This is an optimization exercise on Yosys and OpenROAD, whose aim is small area, not a production implementation. In this exercise RTL edits were held to simulation tests only and were not proved equivalent to the original. The clock port is modelled as an ideal driver; clocking choices that lean on that would not hold on a real chip. Power is estimated from default activity; no workload was simulated.

==> flow/run.sh <==
#!/bin/bash
# Own layout flow: the standard synthesis, then the combinational logic between the
# (unchanged) registers is mapped again with an area-oriented ABC script, then the standard flow's
# standard layout steps from that netlist on. Each tool's output goes to its own log here.
set -euo pipefail
W=$(pwd)
F=$W/flow
R=$W/orfs/results/$FLOW_PLATFORM/top_ps2/base
LIB=$FLOW_HOME/platforms/$FLOW_PLATFORM/lib/sky130_fd_sc_hd__tt_025C_1v80.lib
YOSYS=$FLOW_HOME/../tools/install/yosys/bin/yosys
[ -x "$YOSYS" ] || YOSYS=yosys

bash standard.sh "$R/1_2_yosys.v" > synth_standard.log 2>&1
cp "$R/1_2_yosys.v" netlist_standard.v

# 2. map the logic between the registers again (registers kept as black boxes)
DONT_USE=$(sed -n '/DONT_USE_CELLS += /,/^#/p' "$FLOW_HOME/platforms/$FLOW_PLATFORM/config.mk" \
  | grep -o 'sky130_fd_sc_hd__[a-z0-9_]*' | sed 's/^/-dont_use /' | tr '\n' ' ')
cat > remap.ys <<EOY
read_liberty -ignore_miss_func $LIB
read_verilog netlist_standard.v
hierarchy -top $FLOW_TOP
blackbox sky130_fd_sc_hd__dfxtp_1
flatten
opt -purge
abc -liberty $LIB $DONT_USE -script $F/remap.abc
opt_clean -purge
splitnets
opt_clean -purge
hilomap -singleton -hicell sky130_fd_sc_hd__conb_1 HI -locell sky130_fd_sc_hd__conb_1 LO
insbuf -buf sky130_fd_sc_hd__buf_4 A X
stat -liberty $LIB
write_verilog -noattr -nohex -nodec netlist_remapped.v
EOY
"$YOSYS" -l remap.log -q -s remap.ys
cp netlist_remapped.v "$R/1_2_yosys.v"
touch "$R/1_2_yosys.v"

# 3. the standard layout steps on the remapped netlist
source "$F/layout_env.sh"
bash standard.sh finish > layout.log 2>&1
==> flow/layout_env.sh <==
# Settings for the layout steps after synthesis.
# Clock: before CTS, flow/pre_cts.tcl splits the register clock pins into three
# groups by position, each behind one clkbuf_8 that the clock port drives, and
# tells TritonCTS to leave those nets alone.
export PRE_CTS_TCL=$PWD/flow/pre_cts.tcl
export OWN_CLKBUF=sky130_fd_sc_hd__clkbuf_8
export OWN_CLK_GROUPS=3
# (CTS options, used only if TritonCTS has a net to build: small buffers, no dummy loads.)
export CTS_ARGS="-sink_clustering_enable -repair_clock_nets -dont_use_dummy_load -buf_list {sky130_fd_sc_hd__clkbuf_4 sky130_fd_sc_hd__clkbuf_2}"
# Port buffers: the smallest buffer (the ports are lightly loaded).
export BUFFER_PORTS_ARGS="-buffer_cell sky130_fd_sc_hd__buf_1"
==> flow/pre_cts.tcl <==
set block [ord::get_db_block]
set db [ord::get_db]
set master [$db findMaster $::env(OWN_CLKBUF)]
set ngroups $::env(OWN_CLK_GROUPS)
set clknet [$block findNet clk]
set pins {}
foreach iterm [$clknet getITerms] {
  if {[[$iterm getMTerm] getName] == "CLK"} {
    set bb [[$iterm getInst] getBBox]
    lappend pins [list $iterm [expr {([$bb xMin] + [$bb xMax]) / 2}] [expr {([$bb yMin] + [$bb yMax]) / 2}]]
  }
}
proc split_groups {pins n axis} {
  if {$n <= 1} { return [list $pins] }
  set sorted [lsort -integer -index $axis $pins]
  set h [expr {$n / 2}]
  set cut [expr {[llength $sorted] * $h / $n}]
  set other [expr {$axis == 1 ? 2 : 1}]
  return [concat [split_groups [lrange $sorted 0 [expr {$cut - 1}]] $h $other] \
                 [split_groups [lrange $sorted $cut end] [expr {$n - $h}] $other]]
}
set skip {clk}
set g 0
foreach grp [split_groups $pins $ngroups 1] {
  set net [odb::dbNet_create $block "clk_leaf$g"]
  $net setSigType CLOCK
  set xs 0; set ys 0
  foreach p $grp {
    set it [lindex $p 0]
    $it disconnect
    $it connect $net
    incr xs [lindex $p 1]; incr ys [lindex $p 2]
  }
  set n [llength $grp]
  set buf [odb::dbInst_create $block $master "clkleaf_buf$g"]
  [$buf findITerm A] connect $clknet
  [$buf findITerm X] connect $net
  $buf setLocation [expr {$xs / $n}] [expr {$ys / $n}]
  $buf setPlacementStatus PLACED
  puts "pre_cts: clk_leaf$g drives $n clock pins"
  lappend skip "clk_leaf$g"
  incr g
}
global_connect
set_cts_config -skip_nets $skip
==> flow/remap.abc <==
strash
dch -f
amap
topo
stime -c
==> standard.sh <==
#!/bin/bash
# synth_recipe.tcl (not shown) runs the flow's synth.tcl, then flattens the netlist and writes it again
# the make line also repeats each setting of config.mk as NAME=value (left out here)
make -C /OpenROAD-flow-scripts/flow DESIGN_CONFIG=/design/flow/config.mk WORK_HOME=/design/flow/orfs CLKGATE_MAP_FILE= SYNTH_SCRIPT=/design/flow/synth_recipe.tcl "${@:-finish}"
==> config.mk <==
export PLATFORM = sky130hd
export DESIGN_NAME = top_ps2
export DESIGN_NICKNAME = top_ps2
export VERILOG_FILES = /design/flow/design.v
export SDC_FILE = /design/flow/constraint.sdc
export NUM_CORES = 4
export LEC_CHECK = 0
export ABC_AREA = 1
export CAP_MARGIN = 20
export CORE_MARGIN = 2
export CORE_UTILIZATION = 40
export GPL_TIMING_DRIVEN = 0
export PLACE_DENSITY = 0.6
export SLEW_MARGIN = 20
==> constraint.sdc <==
create_clock -name core_clock -period 20.0 [get_ports {clk}]
set_input_delay 4.0000 -clock core_clock [delete_from_list [all_inputs] [get_ports {clk}]]
set_output_delay 4.0000 -clock core_clock [all_outputs]
set_load 0.01 [all_outputs]
==> design.v <==
module top_ps2(input wire clk, input wire rst, input wire ps2_clk, input wire ps2_data,
           output wire ascii_new, output wire [6:0] ascii_code);
    reg break_code, control_l, control_r, e0_code, kb_dc_cnt_0, kb_dc_cnt_1, kb_dc_cnt_2__n, kb_dc_cnt_3, kb_dc_cnt_4__n, kb_dc_cnt_5__n, kb_dc_cnt_6, kb_dc_cnt_7__n, kb_dc_cnt_8, kb_dc_flipflops_0, kb_dc_flipflops_1, kb_dc_result, kb_dc_sync_ff_n, kb_dd_cnt_0, kb_dd_cnt_1, kb_dd_cnt_2__n, kb_dd_cnt_3, kb_dd_cnt_4__n, kb_dd_cnt_5__n, kb_dd_cnt_6, kb_dd_cnt_7__n, kb_dd_cnt_8, kb_dd_flipflops_0, kb_dd_flipflops_1, kb_dd_result_n, kb_dd_sync_ff_n, kb_idle_0, kb_idle_1, kb_idle_10, kb_idle_11__n, kb_idle_2, kb_idle_3, kb_idle_4, kb_idle_5, kb_idle_6, kb_idle_7, kb_idle_8, kb_idle_9, kb_parity_n, kb_ps2_word_0__n, kb_ps2_word_1, kb_ps2_word_10, kb_ps2_word_2, kb_ps2_word_3__n, kb_ps2_word_4__n, kb_ps2_word_5, kb_ps2_word_6, kb_ps2_word_7, kb_ps2_word_8, kb_ps2_word_9__n, kb_tail_n, shift_l, shift_r;
    wire n101, n106, n111, n116, n121, n126, n131, n136, n141, n146, n151, n156, n161, n166, n171, n176, n181, n186, n191, n196, n201, n206, n211, n216, n221, n226, n231, n236, n241, n246, n251, n256, n26, n261, n266, n271, n276, n281, n286, n291, n296, n301, n306, n31, n36, n41, n46, n51, n56, n61, n66, n71, n76, n81, n86, n91, n96, new_n184, new_n185, new_n186_1, new_n187, new_n188, new_n189, new_n191_1, new_n192, new_n193, new_n194, new_n195, new_n196_1, new_n197, new_n198, new_n199, new_n200, new_n201_1, new_n202, new_n203, new_n204, new_n205, new_n206_1, new_n207, new_n208, new_n209, new_n210, new_n211_1, new_n212, new_n213, new_n214, new_n215, new_n216_1, new_n217, new_n218, new_n219, new_n220, new_n221_1, new_n222, new_n223, new_n224, new_n225, new_n226_1, new_n227, new_n228, new_n229, new_n230, new_n231_1, new_n232, new_n233, new_n234, new_n235, new_n236_1, new_n237, new_n238, new_n239, new_n240, new_n241_1, new_n242, new_n243, new_n244, new_n245, new_n246_1, new_n247, new_n248, new_n249, new_n250, new_n251_1, new_n252, new_n253, new_n254, new_n255, new_n256_1, new_n257, new_n258, new_n259, new_n260, new_n261_1, new_n262, new_n263, new_n264, new_n265, new_n266_1, new_n267, new_n268, new_n269, new_n270, new_n271_1, new_n272, new_n273, new_n274, new_n275, new_n276_1, new_n277, new_n278, new_n279, new_n280, new_n282, new_n283, new_n284, new_n285, new_n286_1, new_n287, new_n288, new_n289, new_n290, new_n291_1, new_n292, new_n293, new_n294, new_n295, new_n296_1, new_n297, new_n298, new_n299, new_n300, new_n301_1, new_n302, new_n303, new_n304, new_n305, new_n307, new_n308, new_n309, new_n310, new_n311, new_n312, new_n313, new_n314, new_n315, new_n316, new_n317, new_n318, new_n319, new_n320, new_n321, new_n322, new_n323, new_n324, new_n325, new_n326, new_n327, new_n328, new_n329, new_n330, new_n332, new_n333, new_n334, new_n335, new_n336, new_n337, new_n338, new_n339, new_n340, new_n341, new_n342, new_n343, new_n344, new_n345, new_n346, new_n347, new_n349, new_n350, new_n351, new_n352, new_n353, new_n354, new_n355, new_n356, new_n357, new_n358, new_n359, new_n360, new_n361, new_n362, new_n363, new_n364, new_n365, new_n366, new_n368, new_n369, new_n370, new_n371, new_n372, new_n373, new_n375, new_n376, new_n377, new_n378, new_n379, new_n380, new_n381, new_n382, new_n383, new_n384, new_n385, new_n387, new_n388, new_n389, new_n390, new_n391, new_n392, new_n393, new_n394, new_n395, new_n396, new_n397, new_n398, new_n399, new_n400, new_n401, new_n402, new_n403, new_n404, new_n405, new_n407, new_n408, new_n409, new_n410, new_n411, new_n412, new_n413, new_n414, new_n415, new_n417, new_n418, new_n420, new_n421, new_n422, new_n423, new_n424, new_n425, new_n427, new_n428, new_n429, new_n430, new_n432, new_n433, new_n434, new_n435, new_n436, new_n438, new_n439, new_n440, new_n442, new_n443, new_n444, new_n445, new_n446, new_n447, new_n448, new_n453, new_n454, new_n463, new_n464, new_n465, new_n467, new_n468, new_n469, new_n470, new_n471, new_n472, new_n473, new_n478, new_n479, new_n488, new_n489, new_n490, new_n491, new_n492, new_n493, new_n494, new_n495, new_n497, new_n498, new_n499, new_n500, new_n502, new_n503, new_n505, new_n506, new_n508, new_n509, new_n511, new_n512, new_n514, new_n515, new_n517, new_n518, new_n520, new_n521, new_n523, new_n524, new_n526, new_n527, new_n529, new_n530, new_n532, new_n533, new_n534, new_n535, new_n536, new_n537, new_n538, new_n539, new_n541, new_n542, new_n543, new_n544, new_n545, new_n546, new_n547, new_n548, new_n549, new_n550, new_n551, new_n552, new_n553, new_n554, new_n555, new_n556, new_n557, new_n558, new_n559, new_n560, new_n561, new_n562, new_n563, new_n564, new_n565, new_n566, new_n567, new_n568, new_n569, new_n570, new_n571, new_n572, new_n573, new_n574, new_n575, new_n576, new_n577, new_n578, new_n579, new_n580, new_n581, new_n582, new_n583, new_n584, new_n585, new_n586, new_n587, new_n588, new_n589, new_n590, new_n591, new_n592;
    assign new_n184 = ~kb_idle_2 & ~kb_idle_4;
    assign new_n185 = ~kb_idle_6 & ~kb_idle_0;
    assign new_n186_1 = new_n184 & new_n185;
    assign new_n187 = ~kb_idle_1 & ~kb_idle_3;
    assign new_n188 = ~kb_idle_5 & new_n187;
    assign new_n189 = new_n186_1 & new_n188;
    assign ascii_new = ~kb_tail_n & new_n189;
    assign new_n191_1 = kb_dc_result & kb_ps2_word_5;
    assign new_n192 = ~kb_dc_result & ~kb_ps2_word_4__n;
    assign new_n193 = ~new_n191_1 & ~new_n192;
    assign new_n194 = kb_dc_result & ~kb_ps2_word_3__n;
    assign new_n195 = ~kb_dc_result & kb_ps2_word_2;
    assign new_n196_1 = ~new_n194 & ~new_n195;
    assign new_n197 = ~new_n193 & new_n196_1;
    assign new_n198 = kb_dc_result & kb_ps2_word_6;
    assign new_n199 = ~kb_dc_result & kb_ps2_word_5;
    assign new_n200 = ~new_n198 & ~new_n199;
    assign new_n201_1 = kb_dc_result & kb_ps2_word_1;
    assign new_n202 = ~kb_dc_result & ~kb_ps2_word_0__n;
    assign new_n203 = ~new_n201_1 & ~new_n202;
    assign new_n204 = new_n200 & new_n203;
    assign new_n205 = ~new_n197 & ~new_n204;
    assign new_n206_1 = kb_dc_result & ~kb_ps2_word_4__n;
    assign new_n207 = ~kb_dc_result & ~kb_ps2_word_3__n;
    assign new_n208 = ~new_n206_1 & ~new_n207;
    assign new_n209 = kb_dc_result & kb_ps2_word_2;
    assign new_n210 = ~kb_dc_result & kb_ps2_word_1;
    assign new_n211_1 = ~new_n209 & ~new_n210;
    assign new_n212 = ~new_n208 & new_n211_1;
    assign new_n213 = new_n203 & new_n208;
    assign new_n214 = ~new_n212 & ~new_n213;
    assign new_n215 = ~control_r & ~control_l;
    assign new_n216_1 = ~shift_l & ~shift_r;
    assign new_n217 = new_n215 & new_n216_1;
    assign new_n218 = ~new_n214 & ~new_n217;
    assign new_n219 = ~new_n205 & ~new_n218;
    assign new_n220 = ~new_n193 & ~new_n200;
    assign new_n221_1 = kb_dc_result & kb_ps2_word_7;
    assign new_n222 = ~kb_dc_result & kb_ps2_word_6;
    assign new_n223 = ~new_n221_1 & ~new_n222;
    assign new_n224 = ~new_n220 & ~new_n223;
    assign new_n225 = ~new_n196_1 & ~new_n217;
    assign new_n226_1 = ~new_n203 & new_n208;
    assign new_n227 = new_n200 & new_n226_1;
    assign new_n228 = new_n225 & new_n227;
    assign new_n229 = new_n224 & ~new_n228;
    assign new_n230 = ~new_n219 & new_n229;
    assign new_n231_1 = ~new_n196_1 & ~new_n211_1;
    assign new_n232 = ~new_n200 & new_n231_1;
    assign new_n233 = new_n193 & new_n232;
    assign new_n234 = new_n203 & ~new_n208;
    assign new_n235 = new_n200 & ~new_n234;
    assign new_n236_1 = new_n223 & ~new_n235;
    assign new_n237 = ~new_n233 & new_n236_1;
    assign new_n238 = ~new_n230 & ~new_n237;
    assign new_n239 = new_n193 & new_n200;
    assign new_n240 = ~new_n208 & new_n220;
    assign new_n241_1 = ~new_n239 & ~new_n240;
    assign new_n242 = new_n196_1 & ~new_n211_1;
    assign new_n243 = ~new_n241_1 & new_n242;
    assign new_n244 = ~new_n193 & ~new_n196_1;
    assign new_n245 = new_n211_1 & new_n244;
    assign new_n246_1 = new_n196_1 & new_n211_1;
    assign new_n247 = new_n193 & ~new_n200;
    assign new_n248 = new_n246_1 & new_n247;
    assign new_n249 = new_n203 & new_n211_1;
    assign new_n250 = ~new_n248 & ~new_n249;
    assign new_n251_1 = ~new_n245 & new_n250;
    assign new_n252 = ~new_n243 & new_n251_1;
    assign new_n253 = ~new_n193 & new_n217;
    assign new_n254 = ~new_n196_1 & ~new_n203;
    assign new_n255 = new_n193 & new_n208;
    assign new_n256_1 = ~new_n240 & ~new_n255;
    assign new_n257 = new_n254 & ~new_n256_1;
    assign new_n258 = ~new_n232 & ~new_n246_1;
    assign new_n259 = ~new_n208 & ~new_n258;
    assign new_n260 = ~new_n257 & ~new_n259;
    assign new_n261_1 = ~new_n226_1 & ~new_n234;
    assign new_n262 = new_n211_1 & ~new_n261_1;
    assign new_n263 = new_n197 & new_n208;
    assign new_n264 = ~new_n262 & ~new_n263;
    assign new_n265 = ~new_n223 & ~new_n264;
    assign new_n266_1 = new_n200 & new_n208;
    assign new_n267 = ~new_n193 & ~new_n217;
    assign new_n268 = new_n223 & ~new_n267;
    assign new_n269 = ~new_n266_1 & ~new_n268;
    assign new_n270 = new_n231_1 & ~new_n269;
    assign new_n271_1 = ~new_n225 & new_n234;
    assign new_n272 = new_n239 & new_n271_1;
    assign new_n273 = ~new_n270 & ~new_n272;
    assign new_n274 = ~new_n265 & new_n273;
    assign new_n275 = new_n260 & new_n274;
    assign new_n276_1 = new_n253 & ~new_n275;
    assign new_n277 = ~new_n193 & new_n203;
    assign new_n278 = ~new_n208 & ~new_n277;
    assign new_n279 = ~new_n276_1 & new_n278;
    assign new_n280 = ~new_n252 & ~new_n279;
    assign ascii_code[0] = ~(~new_n238 & ~new_n280);
    assign new_n282 = new_n234 & ~new_n244;
    assign new_n283 = ~new_n249 & ~new_n282;
    assign new_n284 = ~new_n200 & ~new_n283;
    assign new_n285 = new_n193 & new_n217;
    assign new_n286_1 = ~new_n208 & ~new_n267;
    assign new_n287 = ~new_n285 & new_n286_1;
    assign new_n288 = new_n200 & ~new_n287;
    assign new_n289 = ~new_n284 & ~new_n288;
    assign new_n290 = new_n231_1 & ~new_n289;
    assign new_n291_1 = ~new_n231_1 & ~new_n254;
    assign new_n292 = ~new_n214 & new_n291_1;
    assign new_n293 = new_n223 & ~new_n292;
    assign new_n294 = ~new_n193 & new_n208;
    assign new_n295 = ~new_n239 & ~new_n294;
    assign new_n296_1 = ~new_n293 & new_n295;
    assign new_n297 = new_n203 & new_n240;
    assign new_n298 = ~new_n227 & ~new_n297;
    assign new_n299 = ~new_n225 & ~new_n298;
    assign new_n300 = new_n208 & new_n223;
    assign new_n301_1 = ~new_n239 & ~new_n300;
    assign new_n302 = ~new_n203 & ~new_n246_1;
    assign new_n303 = ~new_n301_1 & new_n302;
    assign new_n304 = ~new_n299 & ~new_n303;
    assign new_n305 = ~new_n296_1 & new_n304;
    assign ascii_code[1] = ~new_n290 & new_n305;
    assign new_n307 = ~new_n203 & new_n223;
    assign new_n308 = ~new_n196_1 & new_n307;
    assign new_n309 = ~new_n232 & ~new_n308;
    assign new_n310 = new_n294 & ~new_n309;
    assign new_n311 = ~ascii_code[0] & new_n310;
    assign new_n312 = new_n234 & new_n239;
    assign new_n313 = ~new_n246_1 & ~new_n312;
    assign new_n314 = ~new_n217 & ~new_n313;
    assign new_n315 = new_n193 & new_n307;
    assign new_n316 = ~new_n208 & ~new_n223;
    assign new_n317 = ~new_n211_1 & ~new_n316;
    assign new_n318 = ~new_n315 & new_n317;
    assign new_n319 = ~new_n314 & new_n318;
    assign new_n320 = ~new_n227 & new_n255;
    assign new_n321 = ~new_n196_1 & new_n211_1;
    assign new_n322 = ~new_n193 & ~new_n208;
    assign new_n323 = ~new_n203 & new_n322;
    assign new_n324 = new_n321 & ~new_n323;
    assign new_n325 = ~new_n320 & new_n324;
    assign new_n326 = ~new_n248 & ~new_n325;
    assign new_n327 = ~new_n319 & new_n326;
    assign new_n328 = new_n253 & new_n265;
    assign new_n329 = ~new_n284 & ~new_n328;
    assign new_n330 = ~new_n327 & new_n329;
    assign ascii_code[2] = ~(~new_n311 & new_n330);
    assign new_n332 = ~new_n217 & new_n231_1;
    assign new_n333 = ~new_n214 & ~new_n332;
    assign new_n334 = new_n220 & ~new_n333;
    assign new_n335 = new_n196_1 & new_n203;
    assign new_n336 = ~new_n223 & ~new_n335;
    assign new_n337 = new_n208 & ~new_n217;
    assign new_n338 = new_n193 & new_n254;
    assign new_n339 = ~new_n337 & new_n338;
    assign new_n340 = new_n336 & ~new_n339;
    assign new_n341 = ~new_n200 & ~new_n208;
    assign new_n342 = ~new_n294 & new_n335;
    assign new_n343 = ~new_n341 & new_n342;
    assign new_n344 = new_n223 & new_n239;
    assign new_n345 = ~new_n271_1 & new_n344;
    assign new_n346 = ~new_n343 & ~new_n345;
    assign new_n347 = ~new_n340 & new_n346;
    assign ascii_code[3] = ~(~new_n334 & new_n347);
    assign new_n349 = new_n217 & ~new_n312;
    assign new_n350 = ~new_n275 & new_n349;
    assign new_n351 = new_n223 & ~new_n247;
    assign new_n352 = new_n212 & ~new_n351;
    assign new_n353 = ~new_n223 & new_n277;
    assign new_n354 = ~new_n352 & ~new_n353;
    assign new_n355 = ~new_n350 & new_n354;
    assign new_n356 = ~new_n196_1 & ~new_n355;
    assign new_n357 = new_n196_1 & ~new_n224;
    assign new_n358 = ~new_n314 & ~new_n357;
    assign new_n359 = ~new_n307 & ~new_n351;
    assign new_n360 = ~new_n200 & ~new_n359;
    assign new_n361 = ~new_n358 & ~new_n360;
    assign new_n362 = new_n249 & new_n341;
    assign new_n363 = new_n200 & new_n323;
    assign new_n364 = ~new_n362 & ~new_n363;
    assign new_n365 = ~new_n310 & new_n364;
    assign new_n366 = ~new_n361 & new_n365;
    assign ascii_code[4] = ~(~new_n356 & new_n366);
    assign new_n368 = new_n223 & new_n266_1;
    assign new_n369 = ~new_n353 & ~new_n368;
    assign new_n370 = ~new_n211_1 & ~new_n369;
    assign new_n371 = new_n215 & ~new_n223;
    assign new_n372 = new_n267 & new_n371;
    assign new_n373 = ~new_n370 & new_n372;
    assign ascii_code[5] = ~(new_n275 & ~new_n373);
    assign new_n375 = ~new_n215 & ~new_n272;
    assign new_n376 = new_n271_1 & new_n371;
    assign new_n377 = ~new_n253 & ~new_n255;
    assign new_n378 = new_n231_1 & ~new_n377;
    assign new_n379 = ~new_n376 & ~new_n378;
    assign new_n380 = ~new_n370 & new_n379;
    assign new_n381 = ~new_n375 & new_n380;
    assign new_n382 = new_n224 & ~new_n261_1;
    assign new_n383 = ~new_n345 & ~new_n382;
    assign new_n384 = new_n211_1 & ~new_n383;
    assign new_n385 = new_n260 & ~new_n384;
    assign ascii_code[6] = new_n381 & new_n385;
    assign new_n387 = ~kb_idle_10 & kb_idle_11__n;
    assign new_n388 = kb_dc_result & kb_idle_1;
    assign new_n389 = kb_idle_3 & kb_idle_5;
    assign new_n390 = new_n388 & new_n389;
    assign new_n391 = new_n387 & new_n390;
    assign new_n392 = kb_idle_7 & ~kb_idle_8;
    assign new_n393 = kb_idle_9 & new_n392;
    assign new_n394 = new_n186_1 & new_n393;
    assign new_n395 = new_n391 & new_n394;
    assign new_n396 = ~kb_parity_n & kb_ps2_word_0__n;
    assign new_n397 = kb_ps2_word_10 & new_n396;
    assign new_n398 = new_n395 & new_n397;
    assign new_n399 = ~kb_ps2_word_8 & new_n398;
    assign new_n400 = new_n277 & new_n368;
    assign new_n401 = new_n399 & new_n400;
    assign new_n402 = new_n242 & new_n401;
    assign new_n403 = break_code & new_n402;
    assign new_n404 = ~shift_l & ~new_n402;
    assign new_n405 = ~rst & ~new_n404;
    assign n26 = ~new_n403 & new_n405;
    assign new_n407 = ~rst & ~new_n398;
    assign new_n408 = kb_ps2_word_5 & ~new_n407;
    assign new_n409 = ~break_code & ~new_n408;
    assign new_n410 = ~new_n223 & new_n246_1;
    assign new_n411 = ~rst & kb_ps2_word_8;
    assign new_n412 = ~new_n200 & new_n411;
    assign new_n413 = new_n213 & new_n412;
    assign new_n414 = new_n410 & new_n413;
    assign new_n415 = ~new_n407 & ~new_n414;
    assign n31 = ~new_n409 & ~new_n415;
    assign new_n417 = ~kb_ps2_word_5 & ~new_n407;
    assign new_n418 = ~e0_code & ~new_n417;
    assign n36 = ~new_n415 & ~new_n418;
    assign new_n420 = ~kb_ps2_word_2 & ~kb_ps2_word_3__n;
    assign new_n421 = new_n401 & new_n420;
    assign new_n422 = e0_code & new_n421;
    assign new_n423 = break_code & new_n422;
    assign new_n424 = ~control_r & ~new_n422;
    assign new_n425 = ~rst & ~new_n424;
    assign n41 = ~new_n423 & new_n425;
    assign new_n427 = ~e0_code & new_n421;
    assign new_n428 = break_code & new_n427;
    assign new_n429 = ~control_l & ~new_n427;
    assign new_n430 = ~rst & ~new_n429;
    assign n46 = ~new_n428 & new_n430;
    assign new_n432 = new_n363 & new_n410;
    assign new_n433 = new_n399 & new_n432;
    assign new_n434 = break_code & new_n433;
    assign new_n435 = ~shift_r & ~new_n433;
    assign new_n436 = ~rst & ~new_n435;
    assign n51 = ~new_n434 & new_n436;
    assign new_n438 = ~kb_dd_flipflops_0 & ~kb_dd_flipflops_1;
    assign new_n439 = kb_dd_flipflops_0 & kb_dd_flipflops_1;
    assign new_n440 = ~new_n438 & ~new_n439;
    assign n91 = ~kb_dd_cnt_2__n & ~new_n440;
    assign new_n442 = ~kb_dd_cnt_1 & ~kb_dd_cnt_8;
    assign new_n443 = ~kb_dd_cnt_3 & kb_dd_cnt_5__n;
    assign new_n444 = new_n442 & new_n443;
    assign new_n445 = n91 & new_n444;
    assign new_n446 = ~kb_dd_flipflops_1 & new_n445;
    assign new_n447 = kb_dd_result_n & ~new_n445;
    assign new_n448 = ~rst & ~new_n447;
    assign n56 = ~(~new_n446 & new_n448);
    assign n61 = ~(~rst & ps2_data);
    assign n66 = ~rst & ~kb_dd_sync_ff_n;
    assign n71 = ~rst & kb_dd_flipflops_0;
    assign new_n453 = kb_dd_cnt_1 & kb_dd_cnt_8;
    assign new_n454 = ~new_n442 & ~new_n453;
    assign n76 = ~new_n440 & new_n454;
    assign n81 = ~(~kb_dd_cnt_0 & ~new_n440);
    assign n86 = ~kb_dd_cnt_1 & ~new_n440;
    assign n96 = ~kb_dd_cnt_3 & ~new_n440;
    assign n101 = kb_dd_cnt_4__n & ~new_n440;
    assign n106 = ~kb_dd_cnt_5__n & ~new_n440;
    assign n111 = ~kb_dd_cnt_6 & ~new_n440;
    assign n116 = ~kb_dd_cnt_7__n & ~new_n440;
    assign new_n463 = ~kb_dc_flipflops_0 & ~kb_dc_flipflops_1;
    assign new_n464 = kb_dc_flipflops_0 & kb_dc_flipflops_1;
    assign new_n465 = ~new_n463 & ~new_n464;
    assign n156 = ~kb_dc_cnt_2__n & ~new_n465;
    assign new_n467 = ~kb_dc_cnt_1 & ~kb_dc_cnt_8;
    assign new_n468 = ~kb_dc_cnt_3 & kb_dc_cnt_5__n;
    assign new_n469 = new_n467 & new_n468;
    assign new_n470 = n156 & new_n469;
    assign new_n471 = kb_dc_flipflops_1 & new_n470;
    assign new_n472 = kb_dc_result & ~new_n470;
    assign new_n473 = ~new_n471 & ~new_n472;
    assign n121 = ~rst & ~new_n473;
    assign n126 = ~(~rst & ps2_clk);
    assign n131 = ~rst & ~kb_dc_sync_ff_n;
    assign n136 = ~rst & kb_dc_flipflops_0;
    assign new_n478 = kb_dc_cnt_1 & kb_dc_cnt_8;
    assign new_n479 = ~new_n467 & ~new_n478;
    assign n141 = ~new_n465 & new_n479;
    assign n146 = ~(~kb_dc_cnt_0 & ~new_n465);
    assign n151 = ~kb_dc_cnt_1 & ~new_n465;
    assign n161 = ~kb_dc_cnt_3 & ~new_n465;
    assign n166 = kb_dc_cnt_4__n & ~new_n465;
    assign n171 = ~kb_dc_cnt_5__n & ~new_n465;
    assign n176 = ~kb_dc_cnt_6 & ~new_n465;
    assign n181 = ~kb_dc_cnt_7__n & ~new_n465;
    assign new_n488 = kb_dc_result & new_n473;
    assign new_n489 = kb_ps2_word_1 & ~kb_ps2_word_10;
    assign new_n490 = ~kb_ps2_word_1 & kb_ps2_word_10;
    assign new_n491 = ~new_n489 & ~new_n490;
    assign new_n492 = new_n488 & ~new_n491;
    assign new_n493 = kb_parity_n & ~new_n492;
    assign new_n494 = ~kb_parity_n & new_n492;
    assign new_n495 = ~rst & ~new_n494;
    assign n186 = ~(~new_n493 & new_n495);
    assign new_n497 = ~rst & new_n488;
    assign new_n498 = kb_ps2_word_1 & new_n497;
    assign new_n499 = ~rst & ~new_n488;
    assign new_n500 = ~kb_ps2_word_0__n & new_n499;
    assign n191 = ~new_n498 & ~new_n500;
    assign new_n502 = kb_ps2_word_2 & new_n497;
    assign new_n503 = kb_ps2_word_1 & new_n499;
    assign n196 = ~(~new_n502 & ~new_n503);
    assign new_n505 = ~kb_ps2_word_3__n & new_n497;
    assign new_n506 = kb_ps2_word_2 & new_n499;
    assign n201 = ~(~new_n505 & ~new_n506);
    assign new_n508 = ~kb_ps2_word_4__n & new_n497;
    assign new_n509 = ~kb_ps2_word_3__n & new_n499;
    assign n206 = ~new_n508 & ~new_n509;
    assign new_n511 = kb_ps2_word_5 & new_n497;
    assign new_n512 = ~kb_ps2_word_4__n & new_n499;
    assign n211 = ~new_n511 & ~new_n512;
    assign new_n514 = kb_ps2_word_6 & new_n497;
    assign new_n515 = kb_ps2_word_5 & new_n499;
    assign n216 = ~(~new_n514 & ~new_n515);
    assign new_n517 = kb_ps2_word_7 & new_n497;
    assign new_n518 = kb_ps2_word_6 & new_n499;
    assign n221 = ~(~new_n517 & ~new_n518);
    assign new_n520 = kb_ps2_word_7 & new_n499;
    assign new_n521 = kb_ps2_word_8 & new_n497;
    assign n226 = ~(~new_n520 & ~new_n521);
    assign new_n523 = ~kb_ps2_word_9__n & new_n497;
    assign new_n524 = kb_ps2_word_8 & new_n499;
    assign n231 = ~(~new_n523 & ~new_n524);
    assign new_n526 = kb_ps2_word_10 & new_n497;
    assign new_n527 = ~kb_ps2_word_9__n & new_n499;
    assign n236 = ~new_n526 & ~new_n527;
    assign new_n529 = ~n56 & new_n488;
    assign new_n530 = kb_ps2_word_10 & new_n499;
    assign n241 = ~(~new_n529 & ~new_n530);
    assign new_n532 = ~kb_dc_result & kb_idle_0;
    assign new_n533 = ~kb_tail_n & ~new_n532;
    assign new_n534 = ~new_n395 & ~new_n533;
    assign new_n535 = ~kb_idle_7 & ~kb_idle_8;
    assign new_n536 = ~kb_idle_9 & ~kb_idle_10;
    assign new_n537 = new_n535 & new_n536;
    assign new_n538 = new_n189 & new_n537;
    assign new_n539 = ~rst & ~new_n538;
    assign n246 = ~(~new_n534 & new_n539);
    assign new_n541 = new_n213 & new_n232;
    assign new_n542 = ~new_n234 & new_n321;
    assign new_n543 = ~new_n226_1 & new_n242;
    assign new_n544 = ~new_n542 & ~new_n543;
    assign new_n545 = new_n200 & ~new_n544;
    assign new_n546 = ~new_n541 & ~new_n545;
    assign new_n547 = ~new_n223 & ~new_n546;
    assign new_n548 = e0_code & ~new_n203;
    assign new_n549 = new_n197 & new_n548;
    assign new_n550 = ~new_n223 & ~new_n549;
    assign new_n551 = ~new_n200 & ~new_n322;
    assign new_n552 = ~new_n196_1 & ~new_n255;
    assign new_n553 = ~new_n551 & ~new_n552;
    assign new_n554 = ~new_n203 & ~new_n211_1;
    assign new_n555 = ~new_n249 & ~new_n554;
    assign new_n556 = ~new_n553 & new_n555;
    assign new_n557 = ~new_n550 & new_n556;
    assign new_n558 = ~new_n242 & ~new_n321;
    assign new_n559 = new_n223 & ~new_n239;
    assign new_n560 = ~new_n266_1 & new_n559;
    assign new_n561 = ~new_n558 & new_n560;
    assign new_n562 = new_n239 & ~new_n254;
    assign new_n563 = new_n336 & new_n562;
    assign new_n564 = ~new_n561 & ~new_n563;
    assign new_n565 = ~new_n557 & new_n564;
    assign new_n566 = ~new_n547 & new_n565;
    assign new_n567 = new_n213 & ~new_n220;
    assign new_n568 = new_n559 & ~new_n567;
    assign new_n569 = new_n260 & new_n568;
    assign new_n570 = ~new_n291_1 & new_n316;
    assign new_n571 = new_n242 & ~new_n277;
    assign new_n572 = new_n211_1 & new_n213;
    assign new_n573 = ~new_n215 & ~new_n572;
    assign new_n574 = ~new_n571 & new_n573;
    assign new_n575 = ~new_n570 & new_n574;
    assign new_n576 = ~new_n569 & new_n575;
    assign new_n577 = ~break_code & new_n399;
    assign new_n578 = ~new_n576 & new_n577;
    assign new_n579 = ~new_n566 & new_n578;
    assign new_n580 = new_n395 & ~new_n579;
    assign new_n581 = ~kb_tail_n & kb_idle_0;
    assign new_n582 = kb_idle_10 & ~kb_idle_11__n;
    assign new_n583 = ~new_n387 & ~new_n582;
    assign new_n584 = kb_idle_3 & ~new_n583;
    assign new_n585 = ~kb_idle_3 & new_n583;
    assign new_n586 = ~new_n584 & ~new_n585;
    assign new_n587 = kb_idle_9 & new_n586;
    assign new_n588 = ~kb_idle_9 & ~new_n586;
    assign new_n589 = kb_dc_result & ~new_n588;
    assign new_n590 = ~new_n587 & new_n589;
    assign new_n591 = kb_tail_n & ~new_n590;
    assign new_n592 = ~new_n581 & ~new_n591;
    assign n306 = ~(~new_n580 & new_n592);
    assign n301 = ~kb_idle_10;
    assign n251 = kb_idle_0;
    assign n256 = kb_idle_1;
    assign n261 = kb_idle_2;
    assign n266 = kb_idle_3;
    assign n271 = kb_idle_4;
    assign n276 = kb_idle_5;
    assign n281 = kb_idle_6;
    assign n286 = kb_idle_7;
    assign n291 = kb_idle_8;
    assign n296 = kb_idle_9;
    always @(posedge clk) begin
        shift_l <= n26;
        break_code <= n31;
        e0_code <= n36;
        control_r <= n41;
        control_l <= n46;
        shift_r <= n51;
        kb_dd_result_n <= n56;
        kb_dd_sync_ff_n <= n61;
        kb_dd_flipflops_0 <= n66;
        kb_dd_flipflops_1 <= n71;
        kb_dd_cnt_0 <= n76;
        kb_dd_cnt_1 <= n81;
        kb_dd_cnt_2__n <= n86;
        kb_dd_cnt_3 <= n91;
        kb_dd_cnt_4__n <= n96;
        kb_dd_cnt_5__n <= n101;
        kb_dd_cnt_6 <= n106;
        kb_dd_cnt_7__n <= n111;
        kb_dd_cnt_8 <= n116;
        kb_dc_result <= n121;
        kb_dc_sync_ff_n <= n126;
        kb_dc_flipflops_0 <= n131;
        kb_dc_flipflops_1 <= n136;
        kb_dc_cnt_0 <= n141;
        kb_dc_cnt_1 <= n146;
        kb_dc_cnt_2__n <= n151;
        kb_dc_cnt_3 <= n156;
        kb_dc_cnt_4__n <= n161;
        kb_dc_cnt_5__n <= n166;
        kb_dc_cnt_6 <= n171;
        kb_dc_cnt_7__n <= n176;
        kb_dc_cnt_8 <= n181;
        kb_parity_n <= n186;
        kb_ps2_word_0__n <= n191;
        kb_ps2_word_1 <= n196;
        kb_ps2_word_2 <= n201;
        kb_ps2_word_3__n <= n206;
        kb_ps2_word_4__n <= n211;
        kb_ps2_word_5 <= n216;
        kb_ps2_word_6 <= n221;
        kb_ps2_word_7 <= n226;
        kb_ps2_word_8 <= n231;
        kb_ps2_word_9__n <= n236;
        kb_ps2_word_10 <= n241;
        kb_tail_n <= n246;
        kb_idle_1 <= n251;
        kb_idle_2 <= n256;
        kb_idle_3 <= n261;
        kb_idle_4 <= n266;
        kb_idle_5 <= n271;
        kb_idle_6 <= n276;
        kb_idle_7 <= n281;
        kb_idle_8 <= n286;
        kb_idle_9 <= n291;
        kb_idle_10 <= n296;
        kb_idle_11__n <= n301;
        kb_idle_0 <= n306;
    end
endmodule
==> key figures <==
Global route
  – M2 GR Usage: 0.289
  – First-pass GRT wire length: 10300 um
  – Congestion Overflow GR: 0
  – Number of antenna violations at the first check in global routing: 0
  – GRT Util Overall: 0.191
  – Vias in the first global route: 2128
  – GRT busiest layer: met1
  – Pin count of the biggest net entering global routing: 20
  – Met1 global-route usage: 0.293
  – M3 GR Usage: 0.0187

Synthesis
  – Synth warnings: 1
  – Average size of a mapped cell: around 7.8 sq um
  – Mapped Cells: 312
  – Mapped cell area: 2440 sq um
  – Mapped Nets: about 320

Clock tree
  – Cts hold-fix bufs: 0
  – Post-CTS Setup Bufs: 0
  – Cts repair resizes: 0
  – Worst skew pair latency: 0.17 ns
  – Clock slew at reported path FFs: 0.10 ns

Power
  – PD cells: 71.6 nW/um^2
  – Peak VDD IR: 64.9 uV
  – Pleak: 0.924 nW
  – Total power: 0.187 mW

Worst setup path
  – Crit end category: output pin
  – Worst setup path category: reg -> out
  – Crit path max fanout: 12
  – Startpoint Class: flop
  – Worst path required time: roughly 16 ns
  – Data arrival, critical path: 4.54 ns

Floorplan
  – Core ar.: 5920 sq um
  – Die W: 82.0 um
  – Initial Util: 0.411
  – Die Y-Extent: 82.0 um
  – I/O pin cnt: 12
  – Site Rows: 28
  – Total die area: 6730 sq um

STA
  – Setup_tns: 0 ns
  – Worst slew pin tran: 1.10 ns
  – Max-slew violations: 0
  – # setup viols final: 0
  – Worst rel slew slack: 0.266
  – Final period util: 0.427
  – Final hold violations: 0
  – Clk_skew: 0.0155 ns
  – Crit path time final: 8.54 ns
  – Unrepaired setup endpoints after global routing: no
  – Maximum clock rate: approximately 0.12 GHz

Drt
  – Per-cell routed wire length: between 15 and 20 um
  – Routed vias/inst: 5.80
  – DRC viols: 0
  – Routed Antenna Nets: 0
  – DR pass1 iterations: 6
  – Overall routed net length: 6150 um
  – DR vias: 2327
  – Iteration-0 DRC Markers: 247

Final layout
  – Ant. Diodes: 0
  – Area occupied by multi-input gates: 1180 sq um
  – Sequential Area: roughly 1100 sq um
  – Nets@finish: around 330
  – Share of cells above drive strength 1: 0.00920
  – Final Util: 0.441
  – Fill cell count: 614
  – Final std cells w/o fill: 401
  – P&R area growth vs syn: 7.24%

Place
  – PortBufs: 11
  – DPL Wire Length: 4500 um
  – Placed Cells: 398
  – Final RePlAce weighted congestion: 0.948

Job
  – Max-cap violations: 0

Min path
  – Worst min path class: reg -> reg

Status
  – Status: complete, no violations
[through the flow]
step	area [sq um]	worst slack [ns]	hold slack, ns
4_1_cts	2610	11.84	0.337
3_3_place_gp	2570	11.66	0.333
5_1_grt	2610	11.05	0.366
2_1_floorplan	2440	12.88	0.323
6_report	2610	11.46	0.355
3_5_place_dp	2570	11.84	0.335
[power breakdown]
group          switching, mW  internal [mW]
registers            0.00533          0.125
logic                0.00933        0.00645
clock network         0.0266         0.0140
total                 0.0412          0.146
[worst max-delay path, cell delays in order (launching register included)]
cell and delay [ns]:
dfxtp_1 0.60, clkinv_1 0.36, o22ai_1 0.56, clkinv_1 0.41
nor2_1 0.33, clkinv_1 0.27, nor2_1 0.30, nor2_1 0.08
o21ai_0 0.41, nor3_1 0.17, nor3_1 0.18, nor3_1 0.11
o21ai_0 0.29, o211ai_1 0.14, buf_1 0.14
[placed cells by master, fill, tap and decap left out, types with 4 or more instances in the layout]
cell type and count:
dfxtp_1 57, a211oi_1 9, a21oi_1 21, nand3_1 4
nand2_1 28, nor4_1 5, o22ai_1 14, o21ai_0 15
or4_1 5, nor2_1 72, buf_1 11, nor3_1 7
nor2b_1 5, a31oi_1 6, clkinv_1 30, o22a_1 5
[per-layer routing]
layer / vias up / part of all wire
li1: 1155 / -
met5: - / 0
met4: 0 / 0.024
met3: 23 / 0.064
met2: 98 / 0.42
met1: 1051 / 0.49
[worst paths after layout]
check                                   from             to  slack [ns]  depth (start not counted)
worst max-delay path            kb_dc_result  ascii_code[2]       11.46                         14
worst min-delay path               kb_idle_2      kb_idle_3        0.36                          0
worst min register to register     kb_idle_2      kb_idle_3        0.36                          0
worst max register to register  kb_dc_result      kb_idle_0       16.01                         12
[cell type report]
| class | instances | share of cell area |
|---|---|---|
| Sequential cell | 57 | 0.437 |
| Inverter | 30 | 0.0431 |
| Multi-Input combinational cell | 225 | 0.453 |
| Tap cell | 75 | 0.0359 |
| Buffer | 3 | 0.0158 |
| Timing Repair Buffer | 11 | 0.0158 |

-- separate check: timing with driven ports --
The flow's constraints put no driver on any port. The routed layout listed below was extracted and timed again, unchanged, in two steps.
Step 1, drivers: a clkbuf_16 drives clk and a buf_2 each remaining input, both assumed.
Step 2 adds t to the input delays and takes it off the output delays; t is the mean of the earliest and latest rising clock arrival at the registers after step 1. Input paths then give back, and output paths get back, about the clock's delay inside the block.
Three values: no drivers, after step 1, after step 2; two values: the first two.
t (ns): 0.207
setup slack, ns: 11.462 / 11.417 / 11.624
worst setup path at the end: register to output
latest minus earliest clock arrival (ns): 0.015 / 0.016
worst register clock-pin slew, ns: 0.11 / 0.11
After both steps setup and hold are still met in this run. The setup slack of this run moves by -0.045 ns with the drivers and by +0.162 ns with both steps.
